Context: an optimization exercise on an open-source flow, tuned for small area and a short achievable clock period. The choices shown serve that exercise and are no tape-out recipe.
No functional check of the RTL was part of any run shown here.
No activity file was given, so power comes from the tool's default toggle rates.

### flow/design.v
package dds_modulator_pkg;
parameter FCLK_MHZ = 125;
parameter ENABLE_BIT = 0;
parameter DEBUG_BIT = 1;
parameter STATE_BITS = 3;    
parameter CONT_NO_MOD =     3'b?01;    
parameter CONT_MOD_FREC =   3'b111;
parameter CONT_MOD_PHASE =  3'b011;
parameter PULS_NO_MOD =     3'b?00;
parameter PULS_MOD_FREC =   3'b110;
parameter PULS_MOD_PHASE =  3'b010;
parameter PULS_NO_MOD_TB =     3'b000;
parameter CONT_NO_MOD_TB =  3'b001;    
parameter PERIOD_COUNTER_BITS = 15;
parameter PINC_BITS = 30;    
parameter BARKER_2 = 2'b10;
parameter BARKER_3 = 3'b110;
parameter BARKER_4 = 4'b1011;
parameter BARKER_5 = 5'b11101;
parameter BARKER_7 = 7'b1110010;
parameter BARKER_11 = 11'b11100010010;
parameter BARKER_13 = 13'b1111100110101;
parameter PHASE_OFFSET_180 = 536870911;
parameter MAX_DEBUG_PACKETS = 125000;
endpackage
`timescale 1ns / 1ps
module mm2s_dds_modulator(
    input wire          S_AXI_CLK,
    input wire          S_AXI_ARESETN,
    output wire         S_AXI_AWREADY,
    input wire   [31:0] S_AXI_AWADDR,
    input wire          S_AXI_AWVALID,
    output wire         S_AXI_WREADY,
    input wire   [31:0] S_AXI_WDATA,
    input wire   [3:0]  S_AXI_WSTRB,
    input wire          S_AXI_WVALID,
    input wire          S_AXI_BREADY,
    output wire  [1:0]  S_AXI_BRESP,
    output wire         S_AXI_BVALID,
    output wire         S_AXI_ARREADY,
    input wire   [31:0] S_AXI_ARADDR,
    input wire          S_AXI_ARVALID,
    input wire          S_AXI_RREADY,
    output wire  [31:0] S_AXI_RDATA,
    output wire  [1:0]  S_AXI_RRESP,
    output wire         S_AXI_RVALID,
    output wire dds_en_o,
    output wire [71:0] m_axis_modulation_tdata,
    output wire m_axis_modulation_tvalid,
    output wire m_axis_modulation_tlast,
    input wire m_axis_modulation_tready
);
    wire clk  = S_AXI_CLK;
    wire rstn = S_AXI_ARESETN;
    localparam [16:0] LFSR_LAST = 17'h1C742;
    reg w_data, w_resp;
    reg [2:0] widx;      
    always @(posedge clk) begin
        if (!rstn) begin
            w_data <= 1'b0;
            w_resp <= 1'b0;
        end else begin
            w_data <= w_data ? ~S_AXI_WVALID : (~w_resp & S_AXI_AWVALID);
            w_resp <= w_resp ? ~S_AXI_BREADY : (w_data & S_AXI_WVALID);
        end
    end
    assign S_AXI_AWREADY = ~(w_data | w_resp);
    assign S_AXI_WREADY  = w_data;
    assign S_AXI_BVALID  = w_resp;
    assign S_AXI_BRESP   = 2'b00;
    wire aw_bad = |S_AXI_AWADDR[1:0] | |S_AXI_AWADDR[7:5] | (S_AXI_AWADDR[4] & S_AXI_AWADDR[3]);
    always @(posedge clk)
        if (!w_data) widx <= aw_bad ? 3'd7 : S_AXI_AWADDR[4:2];
    wire wr = w_data & S_AXI_WVALID;
    wire we0 = wr & (widx == 3'd0);
    wire we1 = wr & (widx == 3'd1);
    wire we2 = wr & (widx == 3'd2);
    wire we3 = wr & (widx == 3'd3);
    wire we4 = wr & (widx == 3'd4);
    wire we5 = wr & (widx == 3'd5);
    reg [31:0] cfg0, cfg1, cfg2, cfg3, cfg4, cfg5;
    reg tlast_q;
    wire ld0 = rstn & we0, hd0 = rstn & ~we0;
    wire ld1 = rstn & we1, hd1 = rstn & ~we1;
    wire ld2 = rstn & we2, hd2 = rstn & ~we2;
    wire ld3 = rstn & we3, hd3 = rstn & ~we3;
    wire ld4 = rstn & we4, hd4 = rstn & ~we4;
    wire ld5 = rstn & we5, hd5 = rstn & ~we5;
    wire [31:0] wd = S_AXI_WDATA;
    wire [2:0]  sb_x   = we1 ? wd[2:0] : cfg1[2:0];
    wire [12:0] code_x = we5 ? wd[12:0] : cfg5[12:0];
    wire [31:0] cfg0_n;
    assign cfg0_n[0]    = (ld0 & wd[0]) | (hd0 & cfg0[0]);
    assign cfg0_n[1]    = !rstn ? 1'b0 : cfg0[1] ? ~tlast_q : (we0 & wd[1]);
    assign cfg0_n[31:2] = ({30{ld0}} & wd[31:2]) | ({30{hd0}} & cfg0[31:2]);
    wire [31:0] cfg1_n = {({29{ld1}} & wd[31:3]) | ({29{hd1}} & cfg1[31:3]), {3{rstn}} & sb_x};
    wire [31:0] cfg2_n = ({32{ld2}} & wd) | ({32{hd2}} & cfg2);
    wire [31:0] cfg3_n = ({32{ld3}} & wd) | ({32{hd3}} & cfg3);
    wire [31:0] cfg4_n = ({32{ld4}} & wd) | ({32{hd4}} & cfg4);
    wire [31:0] cfg5_n = {({19{ld5}} & wd[31:13]) | ({19{hd5}} & cfg5[31:13]), {13{rstn}} & code_x};
    always @(posedge clk) begin
        cfg0 <= cfg0_n;
        cfg1 <= cfg1_n;
        cfg2 <= cfg2_n;
        cfg3 <= cfg3_n;
        cfg4 <= cfg4_n;
        cfg5 <= cfg5_n;
    end
    reg r_valid;
    reg [31:0] rdata;
    always @(posedge clk) begin
        if (!rstn) r_valid <= 1'b0;
        else       r_valid <= r_valid ? ~S_AXI_RREADY : S_AXI_ARVALID;
    end
    assign S_AXI_ARREADY = ~r_valid;
    assign S_AXI_RVALID  = r_valid;
    assign S_AXI_RDATA   = rdata;
    assign S_AXI_RRESP   = 2'b00;
    wire ar_bad = |S_AXI_ARADDR[1:0] | |S_AXI_ARADDR[7:5];
    reg [31:0] rsel;
    always @(*) begin
        case (S_AXI_ARADDR[4:2])
            3'd0: rsel = cfg0;
            3'd1: rsel = cfg1;
            3'd2: rsel = cfg2;
            3'd3: rsel = cfg3;
            3'd4: rsel = cfg4;
            3'd5: rsel = cfg5;
            default: rsel = 32'd0;
        endcase
        if (ar_bad) rsel = 32'd0;
    end
    always @(posedge clk)
        if (!r_valid) rdata <= rsel;
    wire        en     = cfg0[0];
    wire        dbg    = cfg0[1];
    wire [2:0]  sb     = cfg1[2:0];
    wire [14:0] period = cfg2[14:0];
    wire [29:0] pinc   = cfg3[29:0];
    wire [29:0] phigh  = cfg4[29:0];
    wire [29:0] delta  = cfg5[29:0];
    wire [3:0]  bnum   = cfg5[31:28];
    reg  [14:0] pcnt;
    reg         ge_q;        
    reg  [29:0] mcnt;
    reg  [3:0]  bcnt;
    reg         sel_m_q;     
    reg         sel_p_q;     
    reg         offset_q;    
    reg  [16:0] lfsr;
    wire pto_n = sb[0] | ~ge_q;             
    wire [14:0] pcnt_inc = pcnt + 15'd1;
    wire [14:0] pcnt_x = (!sb[0] && pcnt == period) ? 15'd0 :
                         (!sb[0] && en) ? pcnt_inc : pcnt;
    wire [14:0] pcnt_n = {15{rstn}} & pcnt_x;
    wire ge_w, ge_r;     
    dds_cmp_ge #(.W(15), .L(4)) u_ge_w (.a(pcnt_x), .b(wd[30:16]), .ge(ge_w));
    dds_cmp_ge #(.W(15), .L(4)) u_ge_r (.a(pcnt_x), .b(cfg2[30:16]), .ge(ge_r));
    wire ge_x = we2 ? ge_w : ge_r;
    wire ge_n = !rstn | ge_x;
    wire        ramp  = sb[2] & sb[1];
    wire        run   = en & sb[1] & pto_n;
    wire        mcmp;
    dds_cmp_ge #(.W(30), .L(5)) u_mcmp (.a(mcnt), .b(phigh), .ge(mcmp));
    wire [29:0] mstart = ramp ? pinc : 30'd0;
    wire [29:0] msum;
    dds_add #(.W(30), .L(5)) u_madd (.a(mcnt), .b(sb[2] ? delta : 30'd1), .s(msum));
    wire [29:0] mcnt_n = (run && !mcmp) ? msum : mstart;
    wire        barker_en = ~sb[2] & sb[1] & pto_n;
    wire        bwrap     = (bcnt == bnum - 4'd1);
    wire [3:0]  bcnt_inc  = bcnt + 4'd1;
    wire        bstep     = run & mcmp;
    wire [3:0]  bcnt_n    = (!barker_en) ? 4'd0 : !bstep ? bcnt : bwrap ? 4'd0 : bcnt_inc;
    wire [15:0] code_n    = {3'b000, code_x};
    wire        code_hold = code_n[bcnt];
    wire        code_inc  = bwrap ? code_n[0] : code_n[bcnt_inc];
    wire        code_bit  = (!barker_en) ? code_n[0] : bstep ? code_inc : code_hold;
    wire        bmode_n   = ~sb_x[2] & sb_x[1];
    wire        offset_n  = bmode_n & ~code_bit;
    wire        pon_n  = sb_x[0] | ~ge_x;
    wire        ramp_n = sb_x[2] & sb_x[1];
    wire        cnt_go  = rstn & m_axis_modulation_tready & en & dbg & ~tlast_q;
    wire [16:0] lfsr_n  = cnt_go ? {lfsr[15:0], ~(lfsr[16] ^ lfsr[13])} : 17'd0;
    wire        tlast_n = cnt_go & (lfsr == LFSR_LAST);
    always @(posedge clk) begin
        pcnt     <= pcnt_n;
        ge_q     <= ge_n;
        mcnt     <= mcnt_n;
        bcnt     <= bcnt_n;
        offset_q <= offset_n;
        sel_m_q  <= ramp_n & pon_n;
        sel_p_q  <= ~ramp_n & pon_n;
        lfsr     <= lfsr_n;
        tlast_q  <= tlast_n;
    end
    assign dds_en_o = en;
    assign m_axis_modulation_tvalid = en & m_axis_modulation_tready;
    assign m_axis_modulation_tlast  = tlast_q;
    assign m_axis_modulation_tdata  = {7'b0, ~sb[0] & ge_q, 2'b00, 1'b0, {29{offset_q}}, 2'b00,
                                       ({30{sel_m_q}} & mcnt) | ({30{sel_p_q}} & pinc)};
endmodule
module dds_cmp_ge #(parameter W = 15, parameter L = 4) (
    input  [W-1:0] a,
    input  [W-1:0] b,
    output         ge
);
    localparam N = 1 << L;
    wire [N*(L+1)-1:0] g, e;
    genvar i, l;
    generate
        for (i = 0; i < N; i = i + 1) begin : lv0
            if (i < W) begin : leaf
                assign g[i] = a[i] & ~b[i];
                assign e[i] = ~(a[i] ^ b[i]);
            end else begin : pad
                assign g[i] = 1'b0;
                assign e[i] = 1'b1;
            end
        end
        for (l = 0; l < L; l = l + 1) begin : lv
            for (i = 0; i < N; i = i + 1) begin : nd
                if (i < (N >> (l + 1))) begin : node
                    assign g[(l+1)*N + i] = g[l*N + 2*i + 1] | (e[l*N + 2*i + 1] & g[l*N + 2*i]);
                    assign e[(l+1)*N + i] = e[l*N + 2*i + 1] & e[l*N + 2*i];
                end else begin : unused
                    assign g[(l+1)*N + i] = 1'b0;
                    assign e[(l+1)*N + i] = 1'b0;
                end
            end
        end
    endgenerate
    assign ge = g[L*N] | e[L*N];
endmodule
module dds_add #(parameter W = 30, parameter L = 5) (
    input  [W-1:0] a,
    input  [W-1:0] b,
    output [W-1:0] s
);
    wire [W*(L+1)-1:0] g, p;
    genvar i, l;
    generate
        for (i = 0; i < W; i = i + 1) begin : lv0
            assign g[i] = a[i] & b[i];
            assign p[i] = a[i] ^ b[i];
        end
        for (l = 0; l < L; l = l + 1) begin : lv
            for (i = 0; i < W; i = i + 1) begin : nd
                if ((i >> l) & 1) begin : node
                    assign g[(l+1)*W + i] = g[l*W + i] | (p[l*W + i] & g[l*W + ((i >> l) << l) - 1]);
                    assign p[(l+1)*W + i] = p[l*W + i] & p[l*W + ((i >> l) << l) - 1];
                end else begin : pass
                    assign g[(l+1)*W + i] = g[l*W + i];
                    assign p[(l+1)*W + i] = p[l*W + i];
                end
            end
        end
    endgenerate
    assign s = p[W-1:0] ^ {g[L*W +: W-1], 1'b0};
endmodule
### flow/flow/run.sh
#!/bin/bash
cp standard.sh standard_sh.log
export BUFFER_PORTS_ARGS="-buffer_cell sky130_fd_sc_hd__buf_1"
bash standard.sh > standard.log 2>&1
### flow/standard.sh
#!/bin/bash
# synth_recipe.tcl (not shown) runs the flow's synth.tcl, then flattens the netlist and writes it again
# the make line also repeats each setting of config.mk as NAME=value (left out here)
make -C /OpenROAD-flow-scripts/flow DESIGN_CONFIG=/design/flow/config.mk WORK_HOME=/design/flow/orfs CLKGATE_MAP_FILE= SYNTH_SCRIPT=/design/flow/synth_recipe.tcl "${@:-finish}"
### flow/config.mk
export PLATFORM = sky130hd
export DESIGN_NAME = mm2s_dds_modulator
export DESIGN_NICKNAME = mm2s_dds_modulator
export VERILOG_FILES = /design/flow/design.v
export SDC_FILE = /design/flow/constraint.sdc
export NUM_CORES = 4
export LEC_CHECK = 0
export CAP_MARGIN = 20
export CORE_MARGIN = 2
export CORE_UTILIZATION = 40
export SETUP_SLACK_MARGIN = 2.5
export SLEW_MARGIN = 20
### flow/constraint.sdc
create_clock -name core_clock -period 5.5 [get_ports {S_AXI_CLK}]
set_input_delay 1.1000 -clock core_clock [delete_from_list [all_inputs] [get_ports {S_AXI_CLK}]]
set_output_delay 1.1000 -clock core_clock [all_outputs]
set_load 0.01 [all_outputs]
==> impl_metrics.json, run 1 <==
{
  "grt_max_degree": 82,
  "ys_async_sr_fraction_pct": 0,
  "rsz0062_at_grt": "yes",
  "regArea_mm2": 0.006400,
  "coreArea_mm2": 0.03847,
  "synth_edf_count": 35,
  "synth-main-ff-cell": "dfxtp_1",
  "cp.required_ns": 5.97,
  "drv_cap": 0,
  "clk_pin_slew_ns": 0.06,
  "final_cell_mix": "nand2_1, dfxtp_1, buf_1",
  "synthesis.area_mm2": 0.01554,
  "fin_area_mm2": 0.01812,
  "clkSinkCount": 301,
  "die_area_mm2": 0.04045,
  "via_per_inst": 5.578,
  "drive_above_1_share_pct": 10.52,
  "max-vdd-ir-drop_uv": 195.2,
  "cp.arrival_ns": 3.83,
  "crit_path_start_kind": "flop",
  "finalSetupViolations": 0,
  "die_width_um": 201.1,
  "start_util_pct": 40.40,
  "wl_per_cell_um": 21.70,
  "die_y_um": 201.1,
  "hold_violations": 0,
  "fillers": 3712,
  "power.density_cell_area_mw_per_mm2": 275.6,
  "areaGrowthSynthToFinish_pct": 16.59,
  "avgSynthCellArea_um2": 9.009,
  "grt.total_usage_pct": 24.92,
  "hold_path_class": "reg -> reg",
  "cts_tree": "yes",
  "first_global_vias": 12450,
  "ys_ff_latch": 301,
  "critPathTopFamily": "compound AO/OA/AOI/OAI gates",
  "drt-total-wl_mm": 51.48,
  "crit_type": "reg -> reg",
  "yosys_warnings": 3,
  "first_iter_violations": 1069,
  "nets": 2030,
  "root_buffer": "clkbuf_16",
  "critPathBufInv": 1,
  "clock_skew_ns": 0.02057,
  "power_leakage_nw": 6.438,
  "gp_congestion": 0.8805,
  "worstMarginPinSlew_ns": 0.9889,
  "io_buffers": 155,
  "slew_violations": 0,
  "period_share_pct": 61.09,
  "final.min_clock_period_ns": 3.360,
  "yosysTopAreaCell": "dfxtp_1",
  "clk_latency_ns": 0.54,
  "grt_pass1_wl_mm": 77.61,
  "drt_pass1_iterations": 5,
  "htree_levels": 2,
  "numCtsBuffers": 36,
  "synth_area_leaders": "dfxtp_1, ha_1, edfxtp_1",
  "grt_overflow": 0,
  "slew_headroom_pct": 34.08,
  "yosysTopAreaCellShare_pct": 34.26,
  "endpoint_kind": "flop",
  "drc_errors": 0,
  "antenna_found_initial": 0,
  "syn_inst": 1725,
  "max_stage_delay_ns": 0.54,
  "hpwl_mm": 33.62,
  "crit_slowest_cell": "or4_4",
  "fmax_mhz": 297.6,
  "cts_buffer_depth": 3,
  "place_area_mm2": 0.01633,
  "whs_ns": 0.4469,
  "cp_max_fo": 6,
  "final_util_pct": 47.11,
  "ant_nets": 0,
  "setup-tns-final_ns": 0,
  "multiInputGateArea_mm2": 0.008502,
  "cpMostUsedCell": "a21o_1",
  "io_pins": 224,
  "num_vias": 13240,
  "status": "complete, no violations",
  "rows": 72,
  "ys_types": 68,
  "crit_chain": "xor2_1 -> or4_4 -> nor4_4 -> buf_6 -> nor2_4 -> ha_4 -> a21o_1 -> a21o_1 -> a21o_1 -> o2111ai_2 -> a21oi_2 -> a2111oi_4 -> a31oi_4 -> and2_4 -> nor2b_1",
  "mostFrequentLayoutCell": "nand2_1",
  "postCtsHoldBufs": 0,
  "yosysSeqAreaShare_pct": 41.03
}
==> cells in the mapped netlist, drive strengths merged (4+ instances only) <==
master   number
nor2b        22
inv          88
nor3b         5
and3          7
nand2b        9
a2111oi       4
nand3        53
and2         61
xor2         25
or3           4
nor4          4
a21oi        29
a22o         93
mux2i        19
nor2         47
clkbuf      101
edfxtp       35
o21a          4
and4          4
a211oi        5
o21ai        47
mux4          5
xnor2        36
nand4        17
nand2       265
dfxtp       266
a21boi      117
fa            5
a31oi        37
ha           91
a22oi        96
a21o         20
o211ai        6
nor3         14
buf          52
==> worst register-to-register path: cells and delay by family, from the launching register on <==
kind | cells | cell delay, ns
buffers and inverters | 1 | 0.18
AND/OR/NAND/NOR | 5 | 1.20
AO/OA/AOI/OAI | 7 | 1.21
XOR/XNOR | 1 | 0.15
adder cells (fa/ha/maj) | 1 | 0.21
flip-flops | 1 | 0.33
==> what timing repair did <==
item	4_1_cts	5_1_grt
endpoints found under the hold margin	0	0
cloned	1	0
pin swaps	24	25
gates resized for setup	43	37
setup buffers	20	1
endpoints found under the setup margin	60	54
==> state kept, by name, indices dropped and copies added, names as in the netlist, 3 cells and up <==
register,flops
cfg0,32
cfg3,32
mcnt,30
cfg4,32
cfg2,32
widx,3
lfsr,17
cfg1,32
bcnt,4
rdata,32
cfg5,32
pcnt,15
==> worst paths after layout <==
check / from / to / slack (ns) / depth (start not counted)
worst max-delay path: cfg2[1]$_DFF_P_ / sel_p_q$_DFF_P_ / 2.14 / 15
worst min-delay path: lfsr[0]$_SDFF_PN0_ / lfsr[1]$_SDFF_PN0_ / 0.45 / 1
worst max register to register: cfg2[1]$_DFF_P_ / sel_p_q$_DFF_P_ / 2.14 / 15
worst min register to register: lfsr[0]$_SDFF_PN0_ / lfsr[1]$_SDFF_PN0_ / 0.45 / 1
==> kinds of logic after synthesis <==
kind of cell	synth area share (%)
DFF	41.03
AOI/OAI and AO/OA	22.53
and+or+nand+nor	15.95
muxes	2.021
other	0.02413
buffers and inverters	7.036
xor gates and xnor gates	3.438
adders and majority gates	7.970
==> layout make-up <==
cell class,count,area share (%)
antenna,1,0.01381
clock buffer,55,6.339
clock inverter,11,0.7803
inverter,88,1.823
multi-input combinational,1199,46.92
sequential,301,35.32
tap,518,3.577
timing repair buffer,200,5.227
==> where the power goes <==
part	internal (W)	leakage [nW]	switching, W
registers	0.00223	2.53	0.00000812
logic	0.0000429	3.27	0.000135
clock network	0.00159	0.639	0.000985
total	0.00387	6.44	0.00113
==> layer usage <==
| metal | up-vias | global-route usage [%] | routed length (µm) |
|---|---|---|---|
| met2 | 476 | 38.99 | 22870 |
| met4 | 0 | 8.624 | 1736 |
| li1 | 6270 | - | - |
| met3 | 93 | 4.211 | 3569 |
| met1 | 6398 | 34.77 | 23310 |
| met5 | - | 0 | 0 |
==> stage by stage <==
stage	instances	power, W	worst slack, ns
finish	2373	0.004995	2.140
detailed placement	2284	0.002464	1.530
floorplan	1740	0.002377	2.302
global placement	2284	0.002462	1.598
CTS	2371	0.005020	2.239
global route	2372	0.005125	2.042
==> inputs of run 2 (changes only) <==
--- a/flow/config.mk
+++ b/flow/config.mk
@@ -9,4 +9,5 @@
 export CORE_MARGIN = 2
 export CORE_UTILIZATION = 40
+export CTS_BUF_LIST = sky130_fd_sc_hd__clkbuf_8
 export SETUP_SLACK_MARGIN = 2.5
 export SLEW_MARGIN = 20
==> run 2 against run 1 <==
Still clean on timing, DRC and antenna. Die area unchanged. Final cell count rose by 1.3%. Clock power shrank 14%. Maximum frequency fell by 0.16%. First-iteration DRC count decreased by 1.1%. Sequential power about the same. Non-clock buffer count unchanged. Combinational power hardly changed. Synthesized area unchanged. Critical path depth is the same. Critical endpoint unchanged. Largest cell class unchanged. Largest power group is now registers.
==> impl_metrics.json, run 2 <==
{
  "status": "complete, no violations",
  "die_width_um": 201.1,
  "numCtsBuffers": 52,
  "crit_slowest_cell": "or4_4",
  "cpMostUsedCell": "o21a_1",
  "final_cell_mix": "nand2_1, dfxtp_1, buf_1",
  "ys_async_sr_fraction_pct": 0,
  "drc_errors": 0,
  "synthesis.area_mm2": 0.01554,
  "syn_inst": 1725,
  "synth_area_leaders": "dfxtp_1, ha_1, edfxtp_1",
  "grt_overflow": 0,
  "first_iter_violations": 1057,
  "ys_ff_latch": 301,
  "rows": 72,
  "clock_skew_ns": 0.01684,
  "fillers": 3759,
  "crit_type": "reg -> reg",
  "yosysTopAreaCell": "dfxtp_1",
  "mostFrequentLayoutCell": "nand2_1",
  "fin_area_mm2": 0.01796,
  "cp.required_ns": 6.07,
  "max_stage_delay_ns": 0.52,
  "drv_cap": 0,
  "cp.arrival_ns": 3.93,
  "yosys_warnings": 3,
  "drt-total-wl_mm": 51.95,
  "grt.total_usage_pct": 25.08,
  "cp_max_fo": 6,
  "die_area_mm2": 0.04045,
  "finalSetupViolations": 0,
  "yosysSeqAreaShare_pct": 41.03,
  "worstMarginPinSlew_ns": 1.133,
  "r2r_start": "pcnt[2]$_DFF_P_",
  "areaGrowthSynthToFinish_pct": 15.55,
  "final.min_clock_period_ns": 3.365,
  "drt_pass1_iterations": 7,
  "drive_above_1_share_pct": 11.29,
  "hold_path_class": "reg -> reg",
  "rsz0062_at_grt": "yes",
  "r2r_cells": 15,
  "r2r_end": "sel_p_q$_DFF_P_",
  "crit_path_start_kind": "flop",
  "synth_edf_count": 35,
  "synth-main-ff-cell": "dfxtp_1",
  "cts_buffer_depth": 3,
  "cp-startpoint": "pcnt[2]$_DFF_P_",
  "via_per_inst": 5.531,
  "yosysTopAreaCellShare_pct": 34.26,
  "ant_nets": 0,
  "cp_num_cells": 15,
  "endpoint_kind": "flop",
  "crit_chain": "xor2_1 -> or4_4 -> nor4_4 -> buf_6 -> nor2_4 -> ha_4 -> o21a_1 -> o21a_1 -> o21a_1 -> o2111ai_2 -> a21boi_1 -> o21ai_2 -> a31oi_4 -> and2_4 -> nor2b_1",
  "critPathCapture": "sel_p_q$_DFF_P_",
  "place_area_mm2": 0.01633,
  "slew_violations": 0,
  "grt_max_degree": 82,
  "clk_latency_ns": 0.64,
  "htree_levels": 2,
  "power.density_cell_area_mw_per_mm2": 257.7,
  "synth.most_common_cell": "dfxtp_1",
  "root_buffer": "clkbuf_8",
  "power_leakage_nw": 6.420,
  "period_share_pct": 61.18,
  "start_util_pct": 40.40,
  "hold_violations": 0,
  "cts_tree": "yes",
  "r2r_slack_ns": 2.14,
  "stdcell_count": 2405,
  "wl_per_cell_um": 21.60,
  "ys_types": 68,
  "nets": 2046,
  "postCtsHoldBufs": 0,
  "num_vias": 13300,
  "gp_congestion": 0.8805,
  "place_inst": 2284,
  "grt_pass1_wl_mm": 77.80,
  "critPathTopFamily": "compound AO/OA/AOI/OAI gates",
  "avgSynthCellArea_um2": 9.009,
  "setup-tns-final_ns": 0,
  "multiInputGateArea_mm2": 0.008498,
  "fmax_mhz": 297.2,
  "io_pins": 224,
  "coreArea_mm2": 0.03847,
  "antenna_found_initial": 0,
  "clkSinkCount": 301,
  "slew_headroom_pct": 24.46,
  "first_global_vias": 12550,
  "die_y_um": 201.1,
  "critPathBufInv": 1,
  "regArea_mm2": 0.006399,
  "hpwl_mm": 33.62,
  "io_buffers": 155,
  "synth_common_cells": "dfxtp_1, nand2_1, a21boi_0",
  "max-vdd-ir-drop_uv": 157.5,
  "clk_pin_slew_ns": 0.06
}
## run 2: cell counts after synthesis
Identical to the previous run, type by type.
## run 2: routing by layer
| layer | wire length [µm] | global-route usage, % |
|---|---|---|
| met5 | 0 | 0 |
| met4 | 1647 | 8.598 |
| met1 | 23370 | 34.52 |
| met3 | 3691 | 4.713 |
| met2 | 23240 | 39.48 |
## run 2: worst min-delay path by stage
stage,start,to,slack [ns],cells past startpoint
4_1_cts,lfsr[0]$_SDFF_PN0_,lfsr[1]$_SDFF_PN0_,0.45,1
3_3_place_gp,lfsr[0]$_SDFF_PN0_,lfsr[1]$_SDFF_PN0_,0.43,1
2_1_floorplan,lfsr[9]$_SDFF_PN0_,lfsr[10]$_SDFF_PN0_,0.40,2
3_5_place_dp,lfsr[0]$_SDFF_PN0_,lfsr[1]$_SDFF_PN0_,0.44,1
5_1_grt,lfsr[2]$_SDFF_PN0_,lfsr[3]$_SDFF_PN0_,0.47,1
6_report,lfsr[0]$_SDFF_PN0_,lfsr[1]$_SDFF_PN0_,0.45,1
## run 2: timing repair
item / CTS / global route
endpoints found under the hold margin: 0 / 0
setup endpoints to repair: 62 / 43
gates resized for setup: 40 / 37
setup buffers: 20 / 1
gates cloned: 1 / 0
pin swaps: 25 / 22
## run 2: layout make-up
| class | instances | share of cell area, % |
|---|---|---|
| Inverter | 88 | 1.839 |
| Timing Repair Buffer | 200 | 5.274 |
| Sequential cell | 301 | 35.63 |
| Clock inverter | 28 | 0.9475 |
| Tap cell | 518 | 3.609 |
| Multi-Input combinational cell | 1199 | 47.32 |
| Antenna cell | 1 | 0.01393 |
| Clock buffer | 70 | 5.365 |
## run 2: power breakdown
part / switching [W] / total (W) / internal, W / leakage, nW
sequential: 0.00000811 / 0.00224 / 0.00224 / 2.53
clock: 0.000980 / 0.00221 / 0.00123 / 0.643
combinational: 0.000135 / 0.000178 / 0.0000428 / 3.25
total: 0.00112 / 0.00463 / 0.00350 / 6.42
## run 2: per-stage QoR
step / util [%] / hold WS, ns / power, W / setup WS (ns)
floorplan: - / 0.4048 / 0.002377 / 2.302
global placement: 42.44 / 0.4342 / 0.002462 / 1.598
detailed placement: 42.44 / 0.4364 / 0.002464 / 1.530
CTS: 46.19 / 0.4518 / 0.004658 / 2.218
global route: 46.68 / 0.4742 / 0.004767 / 2.056
finish: 46.69 / 0.4512 / 0.004627 / 2.135
## run 2: logic make-up after synthesis
group | share of synthesized area, %
multiplexers | 2.021
AND/OR/NAND/NOR | 15.95
adder cells (fa/ha/maj) | 7.970
XOR/XNOR | 3.438
buffers and inverters | 7.036
flip-flops | 41.03
AO/OA/AOI/OAI | 22.53
other | 0.02413
==> inputs of run 3 (changes only) <==
--- a/flow/config.mk
+++ b/flow/config.mk
@@ -9,5 +9,3 @@
 export CORE_MARGIN = 2
 export CORE_UTILIZATION = 40
-export CTS_BUF_LIST = sky130_fd_sc_hd__clkbuf_8
-export SETUP_SLACK_MARGIN = 2.5
 export SLEW_MARGIN = 20
==> run 3 against run 2 <==
Die area unchanged. Clock power grew 4%. Final cell count decreased by 2.5%. Combinational power hardly changed. Critical path depth up 2. Non-clock buffer count is 20 lower. Highest routed layer is now met5. Cell area shrank 3.0%. Sequential share of layout area rose by 0.99 points. Critical path type unchanged. Flip-flop and latch count is the same. Synthesized area unchanged.
==> impl_metrics.json, run 3 <==
{
  "min-delay-start": "lfsr[10]$_SDFF_PN0_",
  "coreArea_mm2": 0.03847,
  "ant_nets": 0,
  "grt.total_usage_pct": 24.52,
  "cts_buffer_depth": 3,
  "drc_errors": 0,
  "r2r_slack_ns": 1.48,
  "antenna_found_initial": 2,
  "power.density_cell_area_mw_per_mm2": 270.4,
  "r2r_start": "cfg0[0]$_DFF_P_",
  "io_pins": 224,
  "endpoint_kind": "flop",
  "crit_type": "reg -> reg",
  "cts_tree": "yes",
  "whs_ns": 0.4478,
  "synthesis.area_mm2": 0.01554,
  "final.min_clock_period_ns": 4.019,
  "fmax_mhz": 248.8,
  "gp_congestion": 0.9050,
  "place_ws_ns": 1.580,
  "hold_violations": 0,
  "avgSynthCellArea_um2": 9.009,
  "start_util_pct": 40.40,
  "grt_pass1_wl_mm": 77.25,
  "grt_overflow": 0,
  "cp.required_ns": 5.95,
  "yosysTopAreaCell": "dfxtp_1",
  "first_iter_violations": 1111,
  "setup-tns-final_ns": 0,
  "yosysSeqAreaShare_pct": 41.03,
  "rows": 72,
  "setup_slack_ns": 1.481,
  "ys_ff_latch": 301,
  "nets": 2008,
  "clkSinkCount": 301,
  "die_area_mm2": 0.04045,
  "ys_async_sr_fraction_pct": 0,
  "max-vdd-ir-drop_uv": 162.4,
  "r2r_end": "sel_p_q$_DFF_P_",
  "synth_common_cells": "dfxtp_1, nand2_1, a21boi_0",
  "synth_area_leaders": "dfxtp_1, ha_1, edfxtp_1",
  "worstMarginPinSlew_ns": 1.126,
  "power_leakage_nw": 6.172,
  "io_buffers": 155,
  "postCtsHoldBufs": 0,
  "wl_per_cell_um": 21.29,
  "die_y_um": 201.1,
  "drv_cap": 0,
  "via_per_inst": 5.583,
  "clk_pin_slew_ns": 0.06,
  "crit_path_start_kind": "flop",
  "finalSetupViolations": 0,
  "ctsResizeCount": 0,
  "final_cell_mix": "nand2_1, dfxtp_1, buf_1",
  "syn_inst": 1725,
  "post_cts_buffers": 0,
  "areaGrowthSynthToFinish_pct": 12.08,
  "grt_max_degree": 98,
  "numCtsBuffers": 35,
  "root_buffer": "clkbuf_16",
  "clock_skew_ns": 0.01589,
  "yosysTopAreaCellShare_pct": 34.26,
  "status": "complete, no violations",
  "slew_headroom_pct": 24.92,
  "period_share_pct": 73.07,
  "synth-main-ff-cell": "dfxtp_1",
  "r2r_cells": 17,
  "first_global_vias": 12840,
  "slew_violations": 0,
  "synth.most_common_cell": "dfxtp_1",
  "yosys_warnings": 3,
  "rsz0062_at_grt": "no",
  "drive_above_1_share_pct": 5.802,
  "cp.arrival_ns": 4.47,
  "ys_types": 68,
  "holdPathStages": 1,
  "total_power_w": 0.004710,
  "whs_endpoint": "lfsr[11]$_SDFF_PN0_",
  "cp_max_fo": 6,
  "clk_latency_ns": 0.53,
  "cp-startpoint": "cfg0[0]$_DFF_P_",
  "htree_levels": 2,
  "hold_path_class": "reg -> reg",
  "synth_edf_count": 35,
  "hpwl_mm": 34.22,
  "drt-total-wl_mm": 49.94,
  "num_vias": 13100,
  "final_util_pct": 45.28,
  "die_width_um": 201.1,
  "drt_pass1_iterations": 6
}
==> run 3: cell counts after synthesis <==
No cell type changed its count.
==> run 3: final cells by class <==
cell class,count,area [µm²]
clock buffer,51,1040
timing repair buffer,180,785.8
fill,3760,21050
antenna,1,2.502
multi-input combinational,1198,8163
sequential,301,6379
clock inverter,9,71.32
inverter,88,330.3
tap,518,648.1
==> run 3: cell families after synthesis <==
kind of cell / share of synthesized area, %
AO/OA/AOI/OAI: 22.53
flip-flops: 41.03
XOR/XNOR: 3.438
adder cells (fa/ha/maj): 7.970
multiplexers: 2.021
buffers and inverters: 7.036
other: 0.02413
AND/OR/NAND/NOR: 15.95
==> run 3: worst max path at each step <==
stage	end	slack (ns)	depth (start not counted)
2_1_floorplan	sel_p_q$_DFF_P_	2.01	15
3_3_place_gp	sel_p_q$_DFF_P_	1.61	17
3_5_place_dp	sel_p_q$_DFF_P_	1.58	17
4_1_cts	sel_p_q$_DFF_P_	1.56	17
5_1_grt	sel_m_q$_DFF_P_	1.18	17
6_report	sel_p_q$_DFF_P_	1.48	17
==> run 3: power breakdown <==
group | switching, W | internal, W
registers | 0.00000692 | 0.00224
logic | 0.000132 | 0.0000425
clock network | 0.000935 | 0.00136
==> run 3: layer usage <==
layer	routed length, µm	global-route usage [%]	up-vias
li1	-	-	6214
met1	23250	35.01	6296
met2	22010	38.61	501
met3	3609	3.920	85
met4	1056	6.190	2
met5	13	0	-
==> run 3: metrics by stage <==
| step | cell area, µm² | instances |
|---|---|---|
| 2_1_floorplan | 15600 | 1740 |
| 3_3_place_gp | 16310 | 2285 |
| 3_5_place_dp | 16310 | 2285 |
| 4_1_cts | 17420 | 2345 |
| 6_report | 17420 | 2346 |
| 5_1_grt | 17420 | 2346 |
==> run 3: critical path, stage by stage, from the launching register on <==
cell and delay, ns:
dfxtp_1 0.51, nor2b_1 0.39, and4_1 0.28, nand3_1 0.16, nor2_1 0.23, nand2_1 0.09
xor2_1 0.15, nor2_1 0.22, ha_1 0.30, a21o_1 0.16, a21o_1 0.17, a21o_1 0.19
o2111ai_1 0.19, a21oi_1 0.06, a2111oi_0 0.39, a31oi_1 0.14, and2_1 0.21, nor2b_1 0.10
==> inputs of run 4 (changes only) <==
--- a/flow/design.v
+++ b/flow/design.v
@@ -81,29 +81,21 @@
     reg [31:0] cfg0, cfg1, cfg2, cfg3, cfg4, cfg5;
     reg tlast_q;
-    wire ld0 = rstn & we0, hd0 = rstn & ~we0;
-    wire ld1 = rstn & we1, hd1 = rstn & ~we1;
-    wire ld2 = rstn & we2, hd2 = rstn & ~we2;
-    wire ld3 = rstn & we3, hd3 = rstn & ~we3;
-    wire ld4 = rstn & we4, hd4 = rstn & ~we4;
-    wire ld5 = rstn & we5, hd5 = rstn & ~we5;
-    wire [31:0] wd = S_AXI_WDATA;
+    wire [31:0] wd  = S_AXI_WDATA;
+    wire [31:0] wdr = {32{rstn}} & wd;
+    wire le0 = we0 | !rstn, le1 = we1 | !rstn, le2 = we2 | !rstn;
+    wire le3 = we3 | !rstn, le4 = we4 | !rstn, le5 = we5 | !rstn;
     wire [2:0]  sb_x   = we1 ? wd[2:0] : cfg1[2:0];
     wire [12:0] code_x = we5 ? wd[12:0] : cfg5[12:0];
-    wire [31:0] cfg0_n;
-    assign cfg0_n[0]    = (ld0 & wd[0]) | (hd0 & cfg0[0]);
-    assign cfg0_n[1]    = !rstn ? 1'b0 : cfg0[1] ? ~tlast_q : (we0 & wd[1]);
-    assign cfg0_n[31:2] = ({30{ld0}} & wd[31:2]) | ({30{hd0}} & cfg0[31:2]);
-    wire [31:0] cfg1_n = {({29{ld1}} & wd[31:3]) | ({29{hd1}} & cfg1[31:3]), {3{rstn}} & sb_x};
-    wire [31:0] cfg2_n = ({32{ld2}} & wd) | ({32{hd2}} & cfg2);
-    wire [31:0] cfg3_n = ({32{ld3}} & wd) | ({32{hd3}} & cfg3);
-    wire [31:0] cfg4_n = ({32{ld4}} & wd) | ({32{hd4}} & cfg4);
-    wire [31:0] cfg5_n = {({19{ld5}} & wd[31:13]) | ({19{hd5}} & cfg5[31:13]), {13{rstn}} & code_x};
-    always @(posedge clk) begin
-        cfg0 <= cfg0_n;
-        cfg1 <= cfg1_n;
-        cfg2 <= cfg2_n;
-        cfg3 <= cfg3_n;
-        cfg4 <= cfg4_n;
-        cfg5 <= cfg5_n;
+    always @(posedge clk) begin
+        if (le0) begin
+            cfg0[0]    <= wdr[0];
+            cfg0[31:2] <= wdr[31:2];
+        end
+        cfg0[1] <= !rstn ? 1'b0 : cfg0[1] ? ~tlast_q : (we0 & wd[1]);
+        if (le1) cfg1 <= wdr;
+        if (le2) cfg2 <= wdr;
+        if (le3) cfg3 <= wdr;
+        if (le4) cfg4 <= wdr;
+        if (le5) cfg5 <= wdr;
     end
     reg r_valid;
@@ -143,4 +135,5 @@
     reg  [14:0] pcnt;
     reg         ge_q;        
+    reg         tz_q;        
     reg  [29:0] mcnt;
     reg  [3:0]  bcnt;
@@ -151,11 +144,17 @@
     wire pto_n = sb[0] | ~ge_q;             
     wire [14:0] pcnt_inc = pcnt + 15'd1;
-    wire [14:0] pcnt_x = (!sb[0] && pcnt == period) ? 15'd0 :
-                         (!sb[0] && en) ? pcnt_inc : pcnt;
+    wire        p_clr  = !sb[0] && pcnt == period;
+    wire        p_inc  = !sb[0] && en;
+    wire [14:0] pcnt_x = p_clr ? 15'd0 : p_inc ? pcnt_inc : pcnt;
     wire [14:0] pcnt_n = {15{rstn}} & pcnt_x;
-    wire ge_w, ge_r;     
-    dds_cmp_ge #(.W(15), .L(4)) u_ge_w (.a(pcnt_x), .b(wd[30:16]), .ge(ge_w));
-    dds_cmp_ge #(.W(15), .L(4)) u_ge_r (.a(pcnt_x), .b(cfg2[30:16]), .ge(ge_r));
-    wire ge_x = we2 ? ge_w : ge_r;
+    wire [14:0] tau_w  = wd[30:16];
+    wire        ge_hw, ge_iw;        
+    dds_cmp_ge #(.W(15), .L(4)) u_ge_hw (.a(pcnt), .b(tau_w), .ge(ge_hw));
+    dds_cmp_ge #(.W(15), .L(4)) u_ge_iw (.a(pcnt_inc), .b(tau_w), .ge(ge_iw));
+    wire        ge_ir  = (&pcnt) ? tz_q : (ge_q | (pcnt_inc == cfg2[30:16]));
+    wire        ge_w   = p_clr ? ~|tau_w : p_inc ? ge_iw : ge_hw;
+    wire        ge_r   = p_clr ? tz_q : p_inc ? ge_ir : ge_q;
+    wire        ge_x   = we2 ? ge_w : ge_r;
+    wire        tz_n   = !rstn | (we2 ? ~|tau_w : tz_q);
     wire ge_n = !rstn | ge_x;
     wire        ramp  = sb[2] & sb[1];
@@ -186,4 +185,5 @@
         pcnt     <= pcnt_n;
         ge_q     <= ge_n;
+        tz_q     <= tz_n;
         mcnt     <= mcnt_n;
         bcnt     <= bcnt_n;
@@ -206,14 +206,14 @@
 );
     localparam N = 1 << L;
-    wire [N*(L+1)-1:0] g, e;
+    wire [N*(L+1)-1:0] gt, lt;
     genvar i, l;
     generate
         for (i = 0; i < N; i = i + 1) begin : lv0
             if (i < W) begin : leaf
-                assign g[i] = a[i] & ~b[i];
-                assign e[i] = ~(a[i] ^ b[i]);
+                assign gt[i] = a[i] & ~b[i];
+                assign lt[i] = ~a[i] & b[i];
             end else begin : pad
-                assign g[i] = 1'b0;
-                assign e[i] = 1'b1;
+                assign gt[i] = 1'b0;
+                assign lt[i] = 1'b0;
             end
         end
@@ -221,14 +221,14 @@
             for (i = 0; i < N; i = i + 1) begin : nd
                 if (i < (N >> (l + 1))) begin : node
-                    assign g[(l+1)*N + i] = g[l*N + 2*i + 1] | (e[l*N + 2*i + 1] & g[l*N + 2*i]);
-                    assign e[(l+1)*N + i] = e[l*N + 2*i + 1] & e[l*N + 2*i];
+                    assign gt[(l+1)*N + i] = gt[l*N + 2*i + 1] | (~lt[l*N + 2*i + 1] & gt[l*N + 2*i]);
+                    assign lt[(l+1)*N + i] = lt[l*N + 2*i + 1] | (~gt[l*N + 2*i + 1] & lt[l*N + 2*i]);
                 end else begin : unused
-                    assign g[(l+1)*N + i] = 1'b0;
-                    assign e[(l+1)*N + i] = 1'b0;
+                    assign gt[(l+1)*N + i] = 1'b0;
+                    assign lt[(l+1)*N + i] = 1'b0;
                 end
             end
         end
     endgenerate
-    assign ge = g[L*N] | e[L*N];
+    assign ge = ~lt[L*N];
 endmodule
 module dds_add #(parameter W = 30, parameter L = 5) (
--- a/flow/config.mk
+++ b/flow/config.mk
@@ -9,3 +9,6 @@
 export CORE_MARGIN = 2
 export CORE_UTILIZATION = 40
+export CTS_CLUSTER_DIAMETER = 120
+export CTS_CLUSTER_SIZE = 24
+export SETUP_SLACK_MARGIN = 2.5
 export SLEW_MARGIN = 20
==> run 4 against run 3 <==
Still clean. Via count down 11%. Register-to-register slack improved by 0.89 ns. Wire length decreased by 3.8%. Sequential power is 19% higher. Critical path type unchanged. Global-route usage down 1.4 points. Cell area up 0.81%. Critical endpoint is now mcnt[29]$_DFF_P_.
==> impl_metrics.json, run 4 <==
{
  "status": "complete, no violations",
  "yosysSeqAreaShare_pct": 53.37,
  "drv_cap": 0,
  "clock_skew_ns": 0.02192,
  "io_pins": 224,
  "crit_chain": "buf_6 -> buf_8 -> and2_4 -> ha_4 -> nand4_1 -> or3_1 -> a311o_1 -> and3_4 -> o31ai_4 -> a41o_1 -> o22a_1 -> xnor2_1 -> mux2i_1",
  "crit_type": "reg -> reg",
  "fillers": 3620,
  "ant_nets": 0,
  "grt_max_degree": 35,
  "fmax_mhz": 319.4,
  "num_vias": 11640,
  "htree_levels": 1,
  "synth-main-ff-cell": "edfxtp_1",
  "coreArea_mm2": 0.03856,
  "critPathTopFamily": "compound AO/OA/AOI/OAI gates",
  "synth_area_leaders": "edfxtp_1, dfxtp_1, a22oi_1",
  "die_width_um": 201.3,
  "mostFrequentLayoutCell": "edfxtp_1",
  "cp.arrival_ns": 3.53,
  "endpoint_kind": "flop",
  "antenna_found_initial": 1,
  "hold_violations": 0,
  "syn_inst": 1360,
  "final_cell_mix": "edfxtp_1, buf_1, a22oi_1",
  "crit_path_start_kind": "flop",
  "die_y_um": 201.3,
  "avgSynthCellArea_um2": 11.45,
  "areaGrowthSynthToFinish_pct": 12.80,
  "stdcell_count": 1998,
  "final.min_clock_period_ns": 3.131,
  "drc_errors": 0,
  "hpwl_mm": 31.27,
  "via_per_inst": 5.825,
  "ys_types": 82,
  "numCtsBuffers": 16,
  "clk_pin_slew_ns": 0.10,
  "power.density_cell_area_mw_per_mm2": 257.6,
  "place_inst": 1944,
  "ys_ff_latch": 302,
  "hold_path_class": "reg -> reg",
  "cp.required_ns": 5.90,
  "first_global_vias": 11310,
  "grt_pass1_wl_mm": 71.37,
  "gp_congestion": 0.8964,
  "clk_latency_ns": 0.51,
  "yosysTopAreaCell": "edfxtp_1",
  "ys_async_sr_fraction_pct": 0,
  "power_leakage_nw": 6.089,
  "postCtsHoldBufs": 0,
  "start_util_pct": 40.38,
  "finalSetupViolations": 0,
  "critPathBufInv": 2,
  "slew_violations": 0,
  "synthesis.area_mm2": 0.01557,
  "yosysTopAreaCellShare_pct": 43.59,
  "first_iter_violations": 1034,
  "max-vdd-ir-drop_uv": 164.7,
  "grt.total_usage_pct": 23.11,
  "drt_pass1_iterations": 5,
  "wl_per_cell_um": 24.03,
  "drive_above_1_share_pct": 11.49,
  "crit_slowest_cell": "edfxtp_1",
  "root_buffer": "clkbuf_16",
  "worstMarginPinSlew_ns": 1.019,
  "yosys_warnings": 3,
  "cts_tree": "yes",
  "synth_common_cells": "edfxtp_1, a22oi_1, nand2_1",
  "rows": 72,
  "setup-tns-final_ns": 0,
  "drt-total-wl_mm": 48.02,
  "period_share_pct": 56.93,
  "clkSinkCount": 302,
  "grt_overflow": 0,
  "nets": 1614,
  "diodes": 0,
  "synth.most_common_cell": "edfxtp_1",
  "max_stage_delay_ns": 0.44,
  "final_util_pct": 45.54,
  "io_buffers": 155,
  "rsz0062_at_grt": "yes",
  "slew_headroom_pct": 32.00,
  "cp_max_fo": 5,
  "synth_edf_count": 226,
  "cts_buffer_depth": 3,
  "die_area_mm2": 0.04051
}
-- run 4: worst reg2reg max path, cell delays in order (launching register included) --
cell and delay, ns:
edfxtp_1 0.44, buf_6 0.15, buf_8 0.14, and2_4 0.16, ha_4 0.26, nand4_1 0.18, or3_1 0.36, a311o_1 0.31
and3_4 0.20, o31ai_4 0.19, a41o_1 0.25, o22a_1 0.19, xnor2_1 0.12, mux2i_1 0.09
-- run 4: path summary, 6_finish.rpt --
| kind | startpoint | end | slack [ns] | depth (start not counted) |
|---|---|---|---|---|
| hold / removal | lfsr[9]$_SDFF_PN0_ | lfsr[10]$_SDFF_PN0_ | 0.46 | 2 |
| setup reg to reg | cfg1[2]$_DFFE_PP_ | mcnt[29]$_DFF_P_ | 2.37 | 13 |
| hold reg to reg | lfsr[9]$_SDFF_PN0_ | lfsr[10]$_SDFF_PN0_ | 0.46 | 2 |
| setup / recovery | cfg1[2]$_DFFE_PP_ | mcnt[29]$_DFF_P_ | 2.37 | 13 |
-- run 4: timing repair --
| action | in CTS | in global routing |
|---|---|---|
| cloned | 3 | 0 |
| setup endpoints to repair | 56 | 38 |
| pin swaps | 18 | 21 |
| resized for setup | 50 | 47 |
| buffers inserted | 17 | 6 |
-- run 4: layout make-up --
| class | instances | area [µm²] | area share (%) |
|---|---|---|---|
| well taps | 518 | 648.1 | 3.691 |
| flip-flops and latches | 302 | 8320 | 47.38 |
| repair buffers | 198 | 991.0 | 5.643 |
| inverters | 49 | 183.9 | 1.047 |
| clock buffers | 27 | 462.9 | 2.636 |
| clock inverters | 1 | 11.26 | 0.06413 |
| multi-input cells | 903 | 6943 | 39.54 |
-- run 4: layer usage --
layer	track usage, %	routed length (µm)
met3	2.883	3020
met4	6.749	1542
met5	0	8
met1	30.74	20180
met2	39.64	23270
-- run 4: stage by stage --
stage,hold WS [ns],area [µm²],setup slack (ns),power [W]
floorplan,0.4048,15630,2.505,0.003010
global placement,0.4224,16360,1.575,0.003181
detailed placement,0.4360,16360,1.538,0.003191
CTS,0.4563,17290,2.322,0.004529
global route,0.4726,17560,2.250,0.004682
finish,0.4569,17560,2.369,0.004523
-- run 4: kinds of logic after synthesis --
kind of cell	after synthesis	synth area share (%)
other	1	0.02409
xor gates and xnor gates	84	4.726
DFF	302	53.37
muxes	51	3.778
adders and majority gates	60	4.710
AOI/OAI and AO/OA	324	14.99
buffers and inverters	171	5.514
and+or+nand+nor	367	12.89
-- run 4: power by group --
part	internal, W	leakage (nW)	switching [W]
registers	0.00258	2.94	0.0000925
logic	0.000193	2.92	0.000335
clock network	0.000588	0.227	0.000739
total	0.00336	6.09	0.00117

re-timing with driven ports:
Ports are ideal in the flow. The routed layouts listed here were re-timed in OpenROAD.
Step 1: set_driving_cell puts a clkbuf_16 on S_AXI_CLK and a buf_2 on each other input, an assumption about the parent block.
Step 2 moves the port delays by t, midway between the first and last clock arrival at a register: inputs arrive t later, outputs are due t later. That takes back most of the time a late clock gives input paths.
Three values: ideal ports, drivers, drivers and shift; two values: the first two.
run	t, ns	slack for setup (ns)	slew at the worst register clock pin (ns)
run 1	0.581	2.140 / 2.140 / 1.998	0.06 / 0.06
run 2	0.691	2.135 / 2.135 / 2.032	0.07 / 0.07
run 3	0.571	1.481 / 1.481 / 1.481	0.06 / 0.06
run 4	0.556	2.369 / 2.369 / 1.984	0.11 / 0.11
After both steps every run listed still meets setup and hold. The setup slack of run 4, which loses most, moves by 0.000 ns with the drivers and by -0.385 ns with both steps.
